From an optimization exercise on the open Yosys and OpenROAD flow, aimed at small area; shortcuts taken in it are not production practice.
Only simulation tests tie the RTL to the original design; equivalence was not proved.
Power and IR drop assume default switching activity.

==> flow/design.v <==
module top(CLK, RST, SCK, MOSI, MISO, SSEL,PIN_14,PIN_15,PIN_16,PIN_17,PIN_18,LED,PIN_13,PIN_12,PIN_20,PIN_10,PIN_8,PIN_9,PIN_7);
input CLK,PIN_8;
input RST;
output LED;
output PIN_10,PIN_20,PIN_12,PIN_13,PIN_14,PIN_15,PIN_16,PIN_17,PIN_18,PIN_9,PIN_7;
input SCK, SSEL, MOSI;
output MISO;
assign PIN_10 = 1'b0;
assign PIN_14 = 1'b0;
assign PIN_15 = 1'b0;
assign PIN_16 = 1'b0;
assign PIN_17 = 1'b0;
reg [11:0] tc;
always @(posedge CLK) if (RST) tc <= 0; else tc <= tc + 1'b1;
wire tick = &tc[4:0];
assign LED = tc[4];
assign PIN_18 = tc[4];
assign PIN_7 = ~(tc[5] ^ tc[6]);
assign PIN_9 = |tc[11:6];
reg k6, k7, kpend;
wire kwr = tick & (tc[6:5] == 2'b01);
wire kupd = tick & (tc[6:5] == 2'b10) & (tc[11:8] == 4'd3);
always @(posedge CLK) begin
  if (RST) begin
    k6 <= 1'b0;
    k7 <= 1'b0;
  end else if (kupd) begin
    if (tc[7]) k7 <= kpend;
    else k6 <= kpend;
  end
end
always @(posedge CLK) if (kwr) kpend <= PIN_8;
reg [7:0] conn;
wire qapply = (tc[4:0] == 5'd1) & (tc[6:5] == 2'b10) & (tc[11:7] == 5'd6);
always @(posedge CLK) begin
  if (RST) conn <= 8'd25;
  else if (qapply & ~k7 & (k6 ^ kpend)) conn <= k6 ? conn + 1'b1 : conn - 1'b1;
end
reg [5:0] e;
reg cp;
reg F;
wire R = F | (e >= 6'd11);
reg [4:0] V, B0, B1;
wire [2:0] ind = e[2:0] - 3'd3;
wire cend = tick & (tc[10:5] == e) & ~cp;
wire [4:0] connsat = (conn[7:5] != 0) ? 5'd31 : conn[4:0];
always @(posedge CLK) begin
  if (RST) begin
    e <= 6'd2;
    cp <= 1'b0;
  end else begin
    if (tick) cp <= cend;
    if (cend) begin
      e <= e + 1'b1;
    end
  end
end
always @(posedge CLK) begin
  if (RST) V <= 5'd25;
  else if (cend) V <= connsat;
  if (cend & (ind == 3'd0)) B0 <= V;
  if (cend & (ind == 3'd1)) B1 <= V;
end
reg [5:0] q;
reg [4:0] gcount;
reg gsdo;
wire [1:0] ph = {tc[6] ^ gcount[0], tc[5]};
wire qlast = q[5] & q[4];
wire latch1 = qlast & (ph == 2'd0);
always @(posedge CLK) begin
  if (RST) begin
    q <= 6'd0;
    gcount <= 5'd0;
    F <= 1'b0;
  end else if (tick) begin
    if (ph == 2'd3) q <= qlast ? 6'd0 : q + 1'b1;
    if (latch1) begin
      if (gcount == 5'd17) begin
        gcount <= 5'd0;
        F <= 1'b1;
      end else gcount <= gcount + 1'b1;
    end
  end
end
wire first_word = (gcount == 5'd0) & ~F;
assign PIN_12 = (ph[1] ~^ ph[0]) & ~(first_word & (q == 6'd0) & (ph == 2'd0));
assign PIN_13 = ~latch1 & ~first_word;
assign PIN_20 = gsdo;
wire [2:0] bi = q[2:0];
wire [2:0] by = q[5:3];
wire [2:0] grp = {gcount[2], by[1:0] ^ 2'b01};
wire [4:0] nidx = {~bi, gcount[1:0]};
reg [4:0] gv;
always @(*) begin
  case (grp)
    3'd0: gv = B0;
    3'd1: gv = B1;
    3'd2: gv = 5'd31;
    3'd3: gv = 5'd2;
    3'd4: gv = 5'd0;
    3'd5: gv = 5'd0;
    3'd6: gv = 5'd1;
    default: gv = 5'd22;
  endcase
end
wire gvalid = R | (ind > grp);
wire barbit = gvalid & (nidx <= gv);
reg [0:47] cw;
always @(*) begin
  case (gcount)
    5'd8:  cw = {8'b00000000, 8'b00000000, 8'b01010010, 8'b01010010, 8'b00011111, 8'b00000000};
    5'd9:  cw = {8'b00000100, 8'b00000000, "4", "4", 7'b0011000, k7, 7'b0011000, k7};
    5'd10: cw = {8'b00000000, 8'b00000000, "8", "7", "6", "5"};
    5'd11: cw = {8'b00000101, 8'b00000000, "#", "#", 7'b0011000, k6, 7'b0011000, k6};
    5'd12: cw = {8'b00000001, 8'b00000000, "p", "{", "A", "n"};
    5'd13: cw = {8'b00000110, 8'b00000000, "$", "f", "B", 7'b0011000, k6};
    5'd14: cw = {8'b00000010, 8'b00000000, "i", "*", "@", "e"};
    5'd15: cw = {8'b00000111, 8'b00000000, "%", "f", "A", 7'b0011000, k7};
    5'd16: cw = {8'b00000011, 8'b00000000, "P", "^", "c", "S"};
    default: cw = {8'b00001000, 8'b00000000, "P", "^", "c", "S"};
  endcase
end
reg wbit;
always @(*) begin
  if (gcount[4] | gcount[3]) wbit = cw[q];
  else if (by == 3'd0) wbit = (bi == 3'd4);
  else if (by == 3'd1) wbit = F & (bi == ~gcount[2:0]);
  else wbit = barbit;
end
always @(posedge CLK) begin
  if (RST) gsdo <= 1'b0;
  else if (tick & (ph == 2'd1) & ~qlast) gsdo <= wbit;
end
reg sck_q, ssel_q;
always @(posedge CLK) begin
  if (RST) begin
    sck_q <= 1'b0;
    ssel_q <= 1'b0;
  end else begin
    sck_q <= SCK;
    ssel_q <= SSEL;
  end
end
wire SCK_risingedge  = ~sck_q & SCK;
wire SCK_fallingedge = sck_q & ~SCK;
wire SSEL_active = ~SSEL;
wire SSEL_startmessage = ssel_q & ~SSEL;
wire MOSI_data = MOSI;
reg [2:0] bitcnt0;
reg [1:0] cnt0;
reg [1:0] cnt1;
reg byte_received;
reg [7:0] byte_data_received;
reg [7:0] reg_data_rec0;
reg [7:0] byte_data_sent;
reg miso1, miso2;
always @(posedge CLK) begin
  if (RST) begin
    bitcnt0 <= 3'b000;
    cnt0 <= 2'b00;
    byte_data_received <= 8'h00;
    byte_received <= 1'b0;
    reg_data_rec0 <= 8'h00;
  end else begin
    if (~SSEL_active) begin
      bitcnt0 <= 3'b000;
      cnt0 <= 2'b00;
    end else if (SCK_risingedge) begin
      bitcnt0 <= bitcnt0 + 3'b001;
      byte_data_received <= {byte_data_received[6:0], MOSI_data};
    end
    byte_received <= SSEL_active && SCK_risingedge && (bitcnt0 == 3'b111);
    if (byte_received) begin
      cnt0 <= cnt0 + 2'b01;
      if (cnt0 == 2'b00) reg_data_rec0 <= byte_data_received;
    end
  end
end
always @(posedge CLK) begin
  if (RST) begin
    byte_data_sent <= 8'h00;
    cnt1 <= 2'b00;
  end else if (SSEL_active) begin
    if (SSEL_startmessage) begin
      byte_data_sent <= 8'hce;
      cnt1 <= 2'b00;
    end else if (SCK_fallingedge) begin
      if (bitcnt0 == 3'b000) begin
        cnt1 <= cnt1 + 2'b01;
        if (cnt1 == 2'b00) byte_data_sent <= 8'haa;
        if (cnt1 == 2'b01) byte_data_sent <= reg_data_rec0;
        if (cnt1 == 2'b10) byte_data_sent <= conn;
      end else byte_data_sent <= {byte_data_sent[6:0], 1'b0};
    end
  end
end
always @(posedge CLK) begin
  if (RST) begin
    miso1 <= 1'b0;
    miso2 <= 1'b0;
  end else begin
    miso1 <= byte_data_sent[7];
    miso2 <= miso1;
  end
end
assign MISO = miso2;
endmodule
clock: 10.0 ns
lec_check: 0
cap_margin: 20
core_margin: 2
core_utilization: 40
slew_margin: 20
standard.sh (not shown) runs the stock make flow with config.mk's settings and CLKGATE_MAP_FILE= SYNTH_SCRIPT=/design/flow/synth_recipe.tcl, a recipe that flattens the netlist after the stock synthesis.
==> flow/flow/run.sh <==
#!/bin/bash
# Layout flow: the standard synthesis, then an area-oriented re-mapping of the
# combinational logic only (every register instance is kept as synthesis made it),
# then the standard layout steps on the re-mapped netlist.
set -euo pipefail
WORK=$(pwd)
R=$WORK/orfs/results/${FLOW_PLATFORM}/top/base
LIB=$FLOW_HOME/platforms/${FLOW_PLATFORM}/lib/sky130_fd_sc_hd__tt_025C_1v80.lib
YOSYS=$FLOW_HOME/../tools/install/yosys/bin/yosys
[[ -x $YOSYS ]] || YOSYS=yosys

# 1. standard synthesis
bash standard.sh synth > $WORK/flow_1_synth.log 2>&1

# 2. re-map the combinational logic for area.  Each round runs ABC with four
#    seeds from the best netlist so far and keeps the smallest result.
cp $R/1_2_yosys.v $WORK/1_2_yosys.std.v
SEEDS="1 2 3 4"
ROUNDS="1 2 3 4 5 6"
cur=$WORK/1_2_yosys.std.v
curarea=""
for r in $ROUNDS; do
  for s in $SEEDS; do
    sed "s/@SEED@/$((r * 10 + s))/" $WORK/flow/area.abc > $WORK/area_${r}_$s.abc
    LIB=$LIB IN=$cur OUT=$WORK/remap_${r}_$s.v ABCSCRIPT=$WORK/area_${r}_$s.abc \
      $YOSYS -c $WORK/flow/remap.tcl > $WORK/flow_2_remap_${r}_$s.log 2>&1 &
  done
  wait
  for s in $SEEDS; do
    [[ -f $WORK/remap_${r}_$s.v.stat ]] || continue
    if LIB=$LIB OUT=$WORK/remap_${r}_$s.v $YOSYS -c $WORK/flow/check.tcl > $WORK/flow_2_check_${r}_$s.log 2>&1; then
      a=$(awk '/Chip area/ {print $NF}' $WORK/remap_${r}_$s.v.stat)
      echo "round $r seed $s area $a" >> $WORK/flow_2_remap_pick.log
      if [[ -z $curarea ]] || awk -v a=$a -v b=$curarea 'BEGIN{exit !(a<b)}'; then
        cur=$WORK/remap_${r}_$s.v; curarea=$a
      fi
    fi
  done
  echo "after round $r: $cur area $curarea" >> $WORK/flow_2_remap_pick.log
done
[[ -n $curarea ]]
cp $cur $R/1_2_yosys.v
rm -f $R/1_synth.odb $R/1_synth.sdc

# 3. standard layout from the re-mapped netlist, with a lighter clock tree and
#    small port buffers
CTS="-sink_clustering_enable -repair_clock_nets -dont_use_dummy_load -buf_list sky130_fd_sc_hd__clkbuf_8"
bash standard.sh finish "CTS_ARGS=$CTS" "BUFFER_PORTS_ARGS=-buffer_cell sky130_fd_sc_hd__buf_1" > $WORK/flow_3_layout.log 2>&1
Other scripts of this flow, unchanged in this note and not shown: flow/flow/area.abc, flow/flow/check.tcl, flow/flow/remap.tcl
Then changed:
--- a/flow/design.v
+++ b/flow/design.v
@@ -40,15 +40,15 @@
 reg cp;
 reg F;
 wire R = F | (e >= 6'd11);
 reg [4:0] V, B0, B1;
 wire [2:0] ind = e[2:0] - 3'd3;
-wire cend = tick & (tc[10:5] == e) & ~cp;
+wire cend = tick & (tc[10:5] == e) & ~cp & (tc[11] | R | (e != 6'd3));
 wire [4:0] connsat = (conn[7:5] != 0) ? 5'd31 : conn[4:0];
 always @(posedge CLK) begin
   if (RST) begin
-    e <= 6'd2;
+    e <= 6'd3;
     cp <= 1'b0;
   end else begin
     if (tick) cp <= cend;
     if (cend) begin
       e <= e + 1'b1;
Effect:
- final cell count climbs by about 1%
- hold slack got worse by 0.014 ns
- first-iteration DRC count shrinks by 7.5%
- setup slack gains 0.41 ns
- global-route usage increases by 0.28 points
- utilization grows by 0.33 points
- register-to-register slack improves by 0.93 ns
- die area went up by about 0.6%
- area after synthesis goes up by about 0.6%
- synthesized cell count went up by about 1%
- cell area grows by about 0.75%
- wire length increases by about 2.3%
- sequential power stays flat

[what the ideal ports hide]
The results above use ideal ports. As a check the final layouts listed here were re-extracted and re-timed, cells and wires unchanged. Step 1, drivers: a clkbuf_16 drives CLK and a buf_2 each remaining input, both assumed. Step 2 adds t to the input delays and takes it off the output delays; t is the mean of the earliest and latest rising clock arrival at the registers after step 1. Input paths then give back, and output paths get back, about the clock's delay inside the block. a / b / c = ideal / step 1 / step 2; a / b = the first two.
| run | t, ns | slack for setup (ns) | worst hold slack (ns) | latest minus earliest clock arrival (ns) | worst register clock-pin slew, ns |
|---|---|---|---|---|---|
| the first run | 0.377 | 5.409 / 5.374 / 5.751 | 0.440 / 0.440 / 0.440 | 0.020 / 0.020 | 0.09 / 0.09 |
| the second run | 0.389 | 5.823 / 5.788 / 5.721 | 0.426 / 0.426 / 0.426 | 0.024 / 0.024 | 0.09 / 0.09 |
After both steps every run listed still meets setup and hold. The setup slack of the second run, which loses most, moves by -0.035 ns with the drivers and by -0.102 ns with both steps.
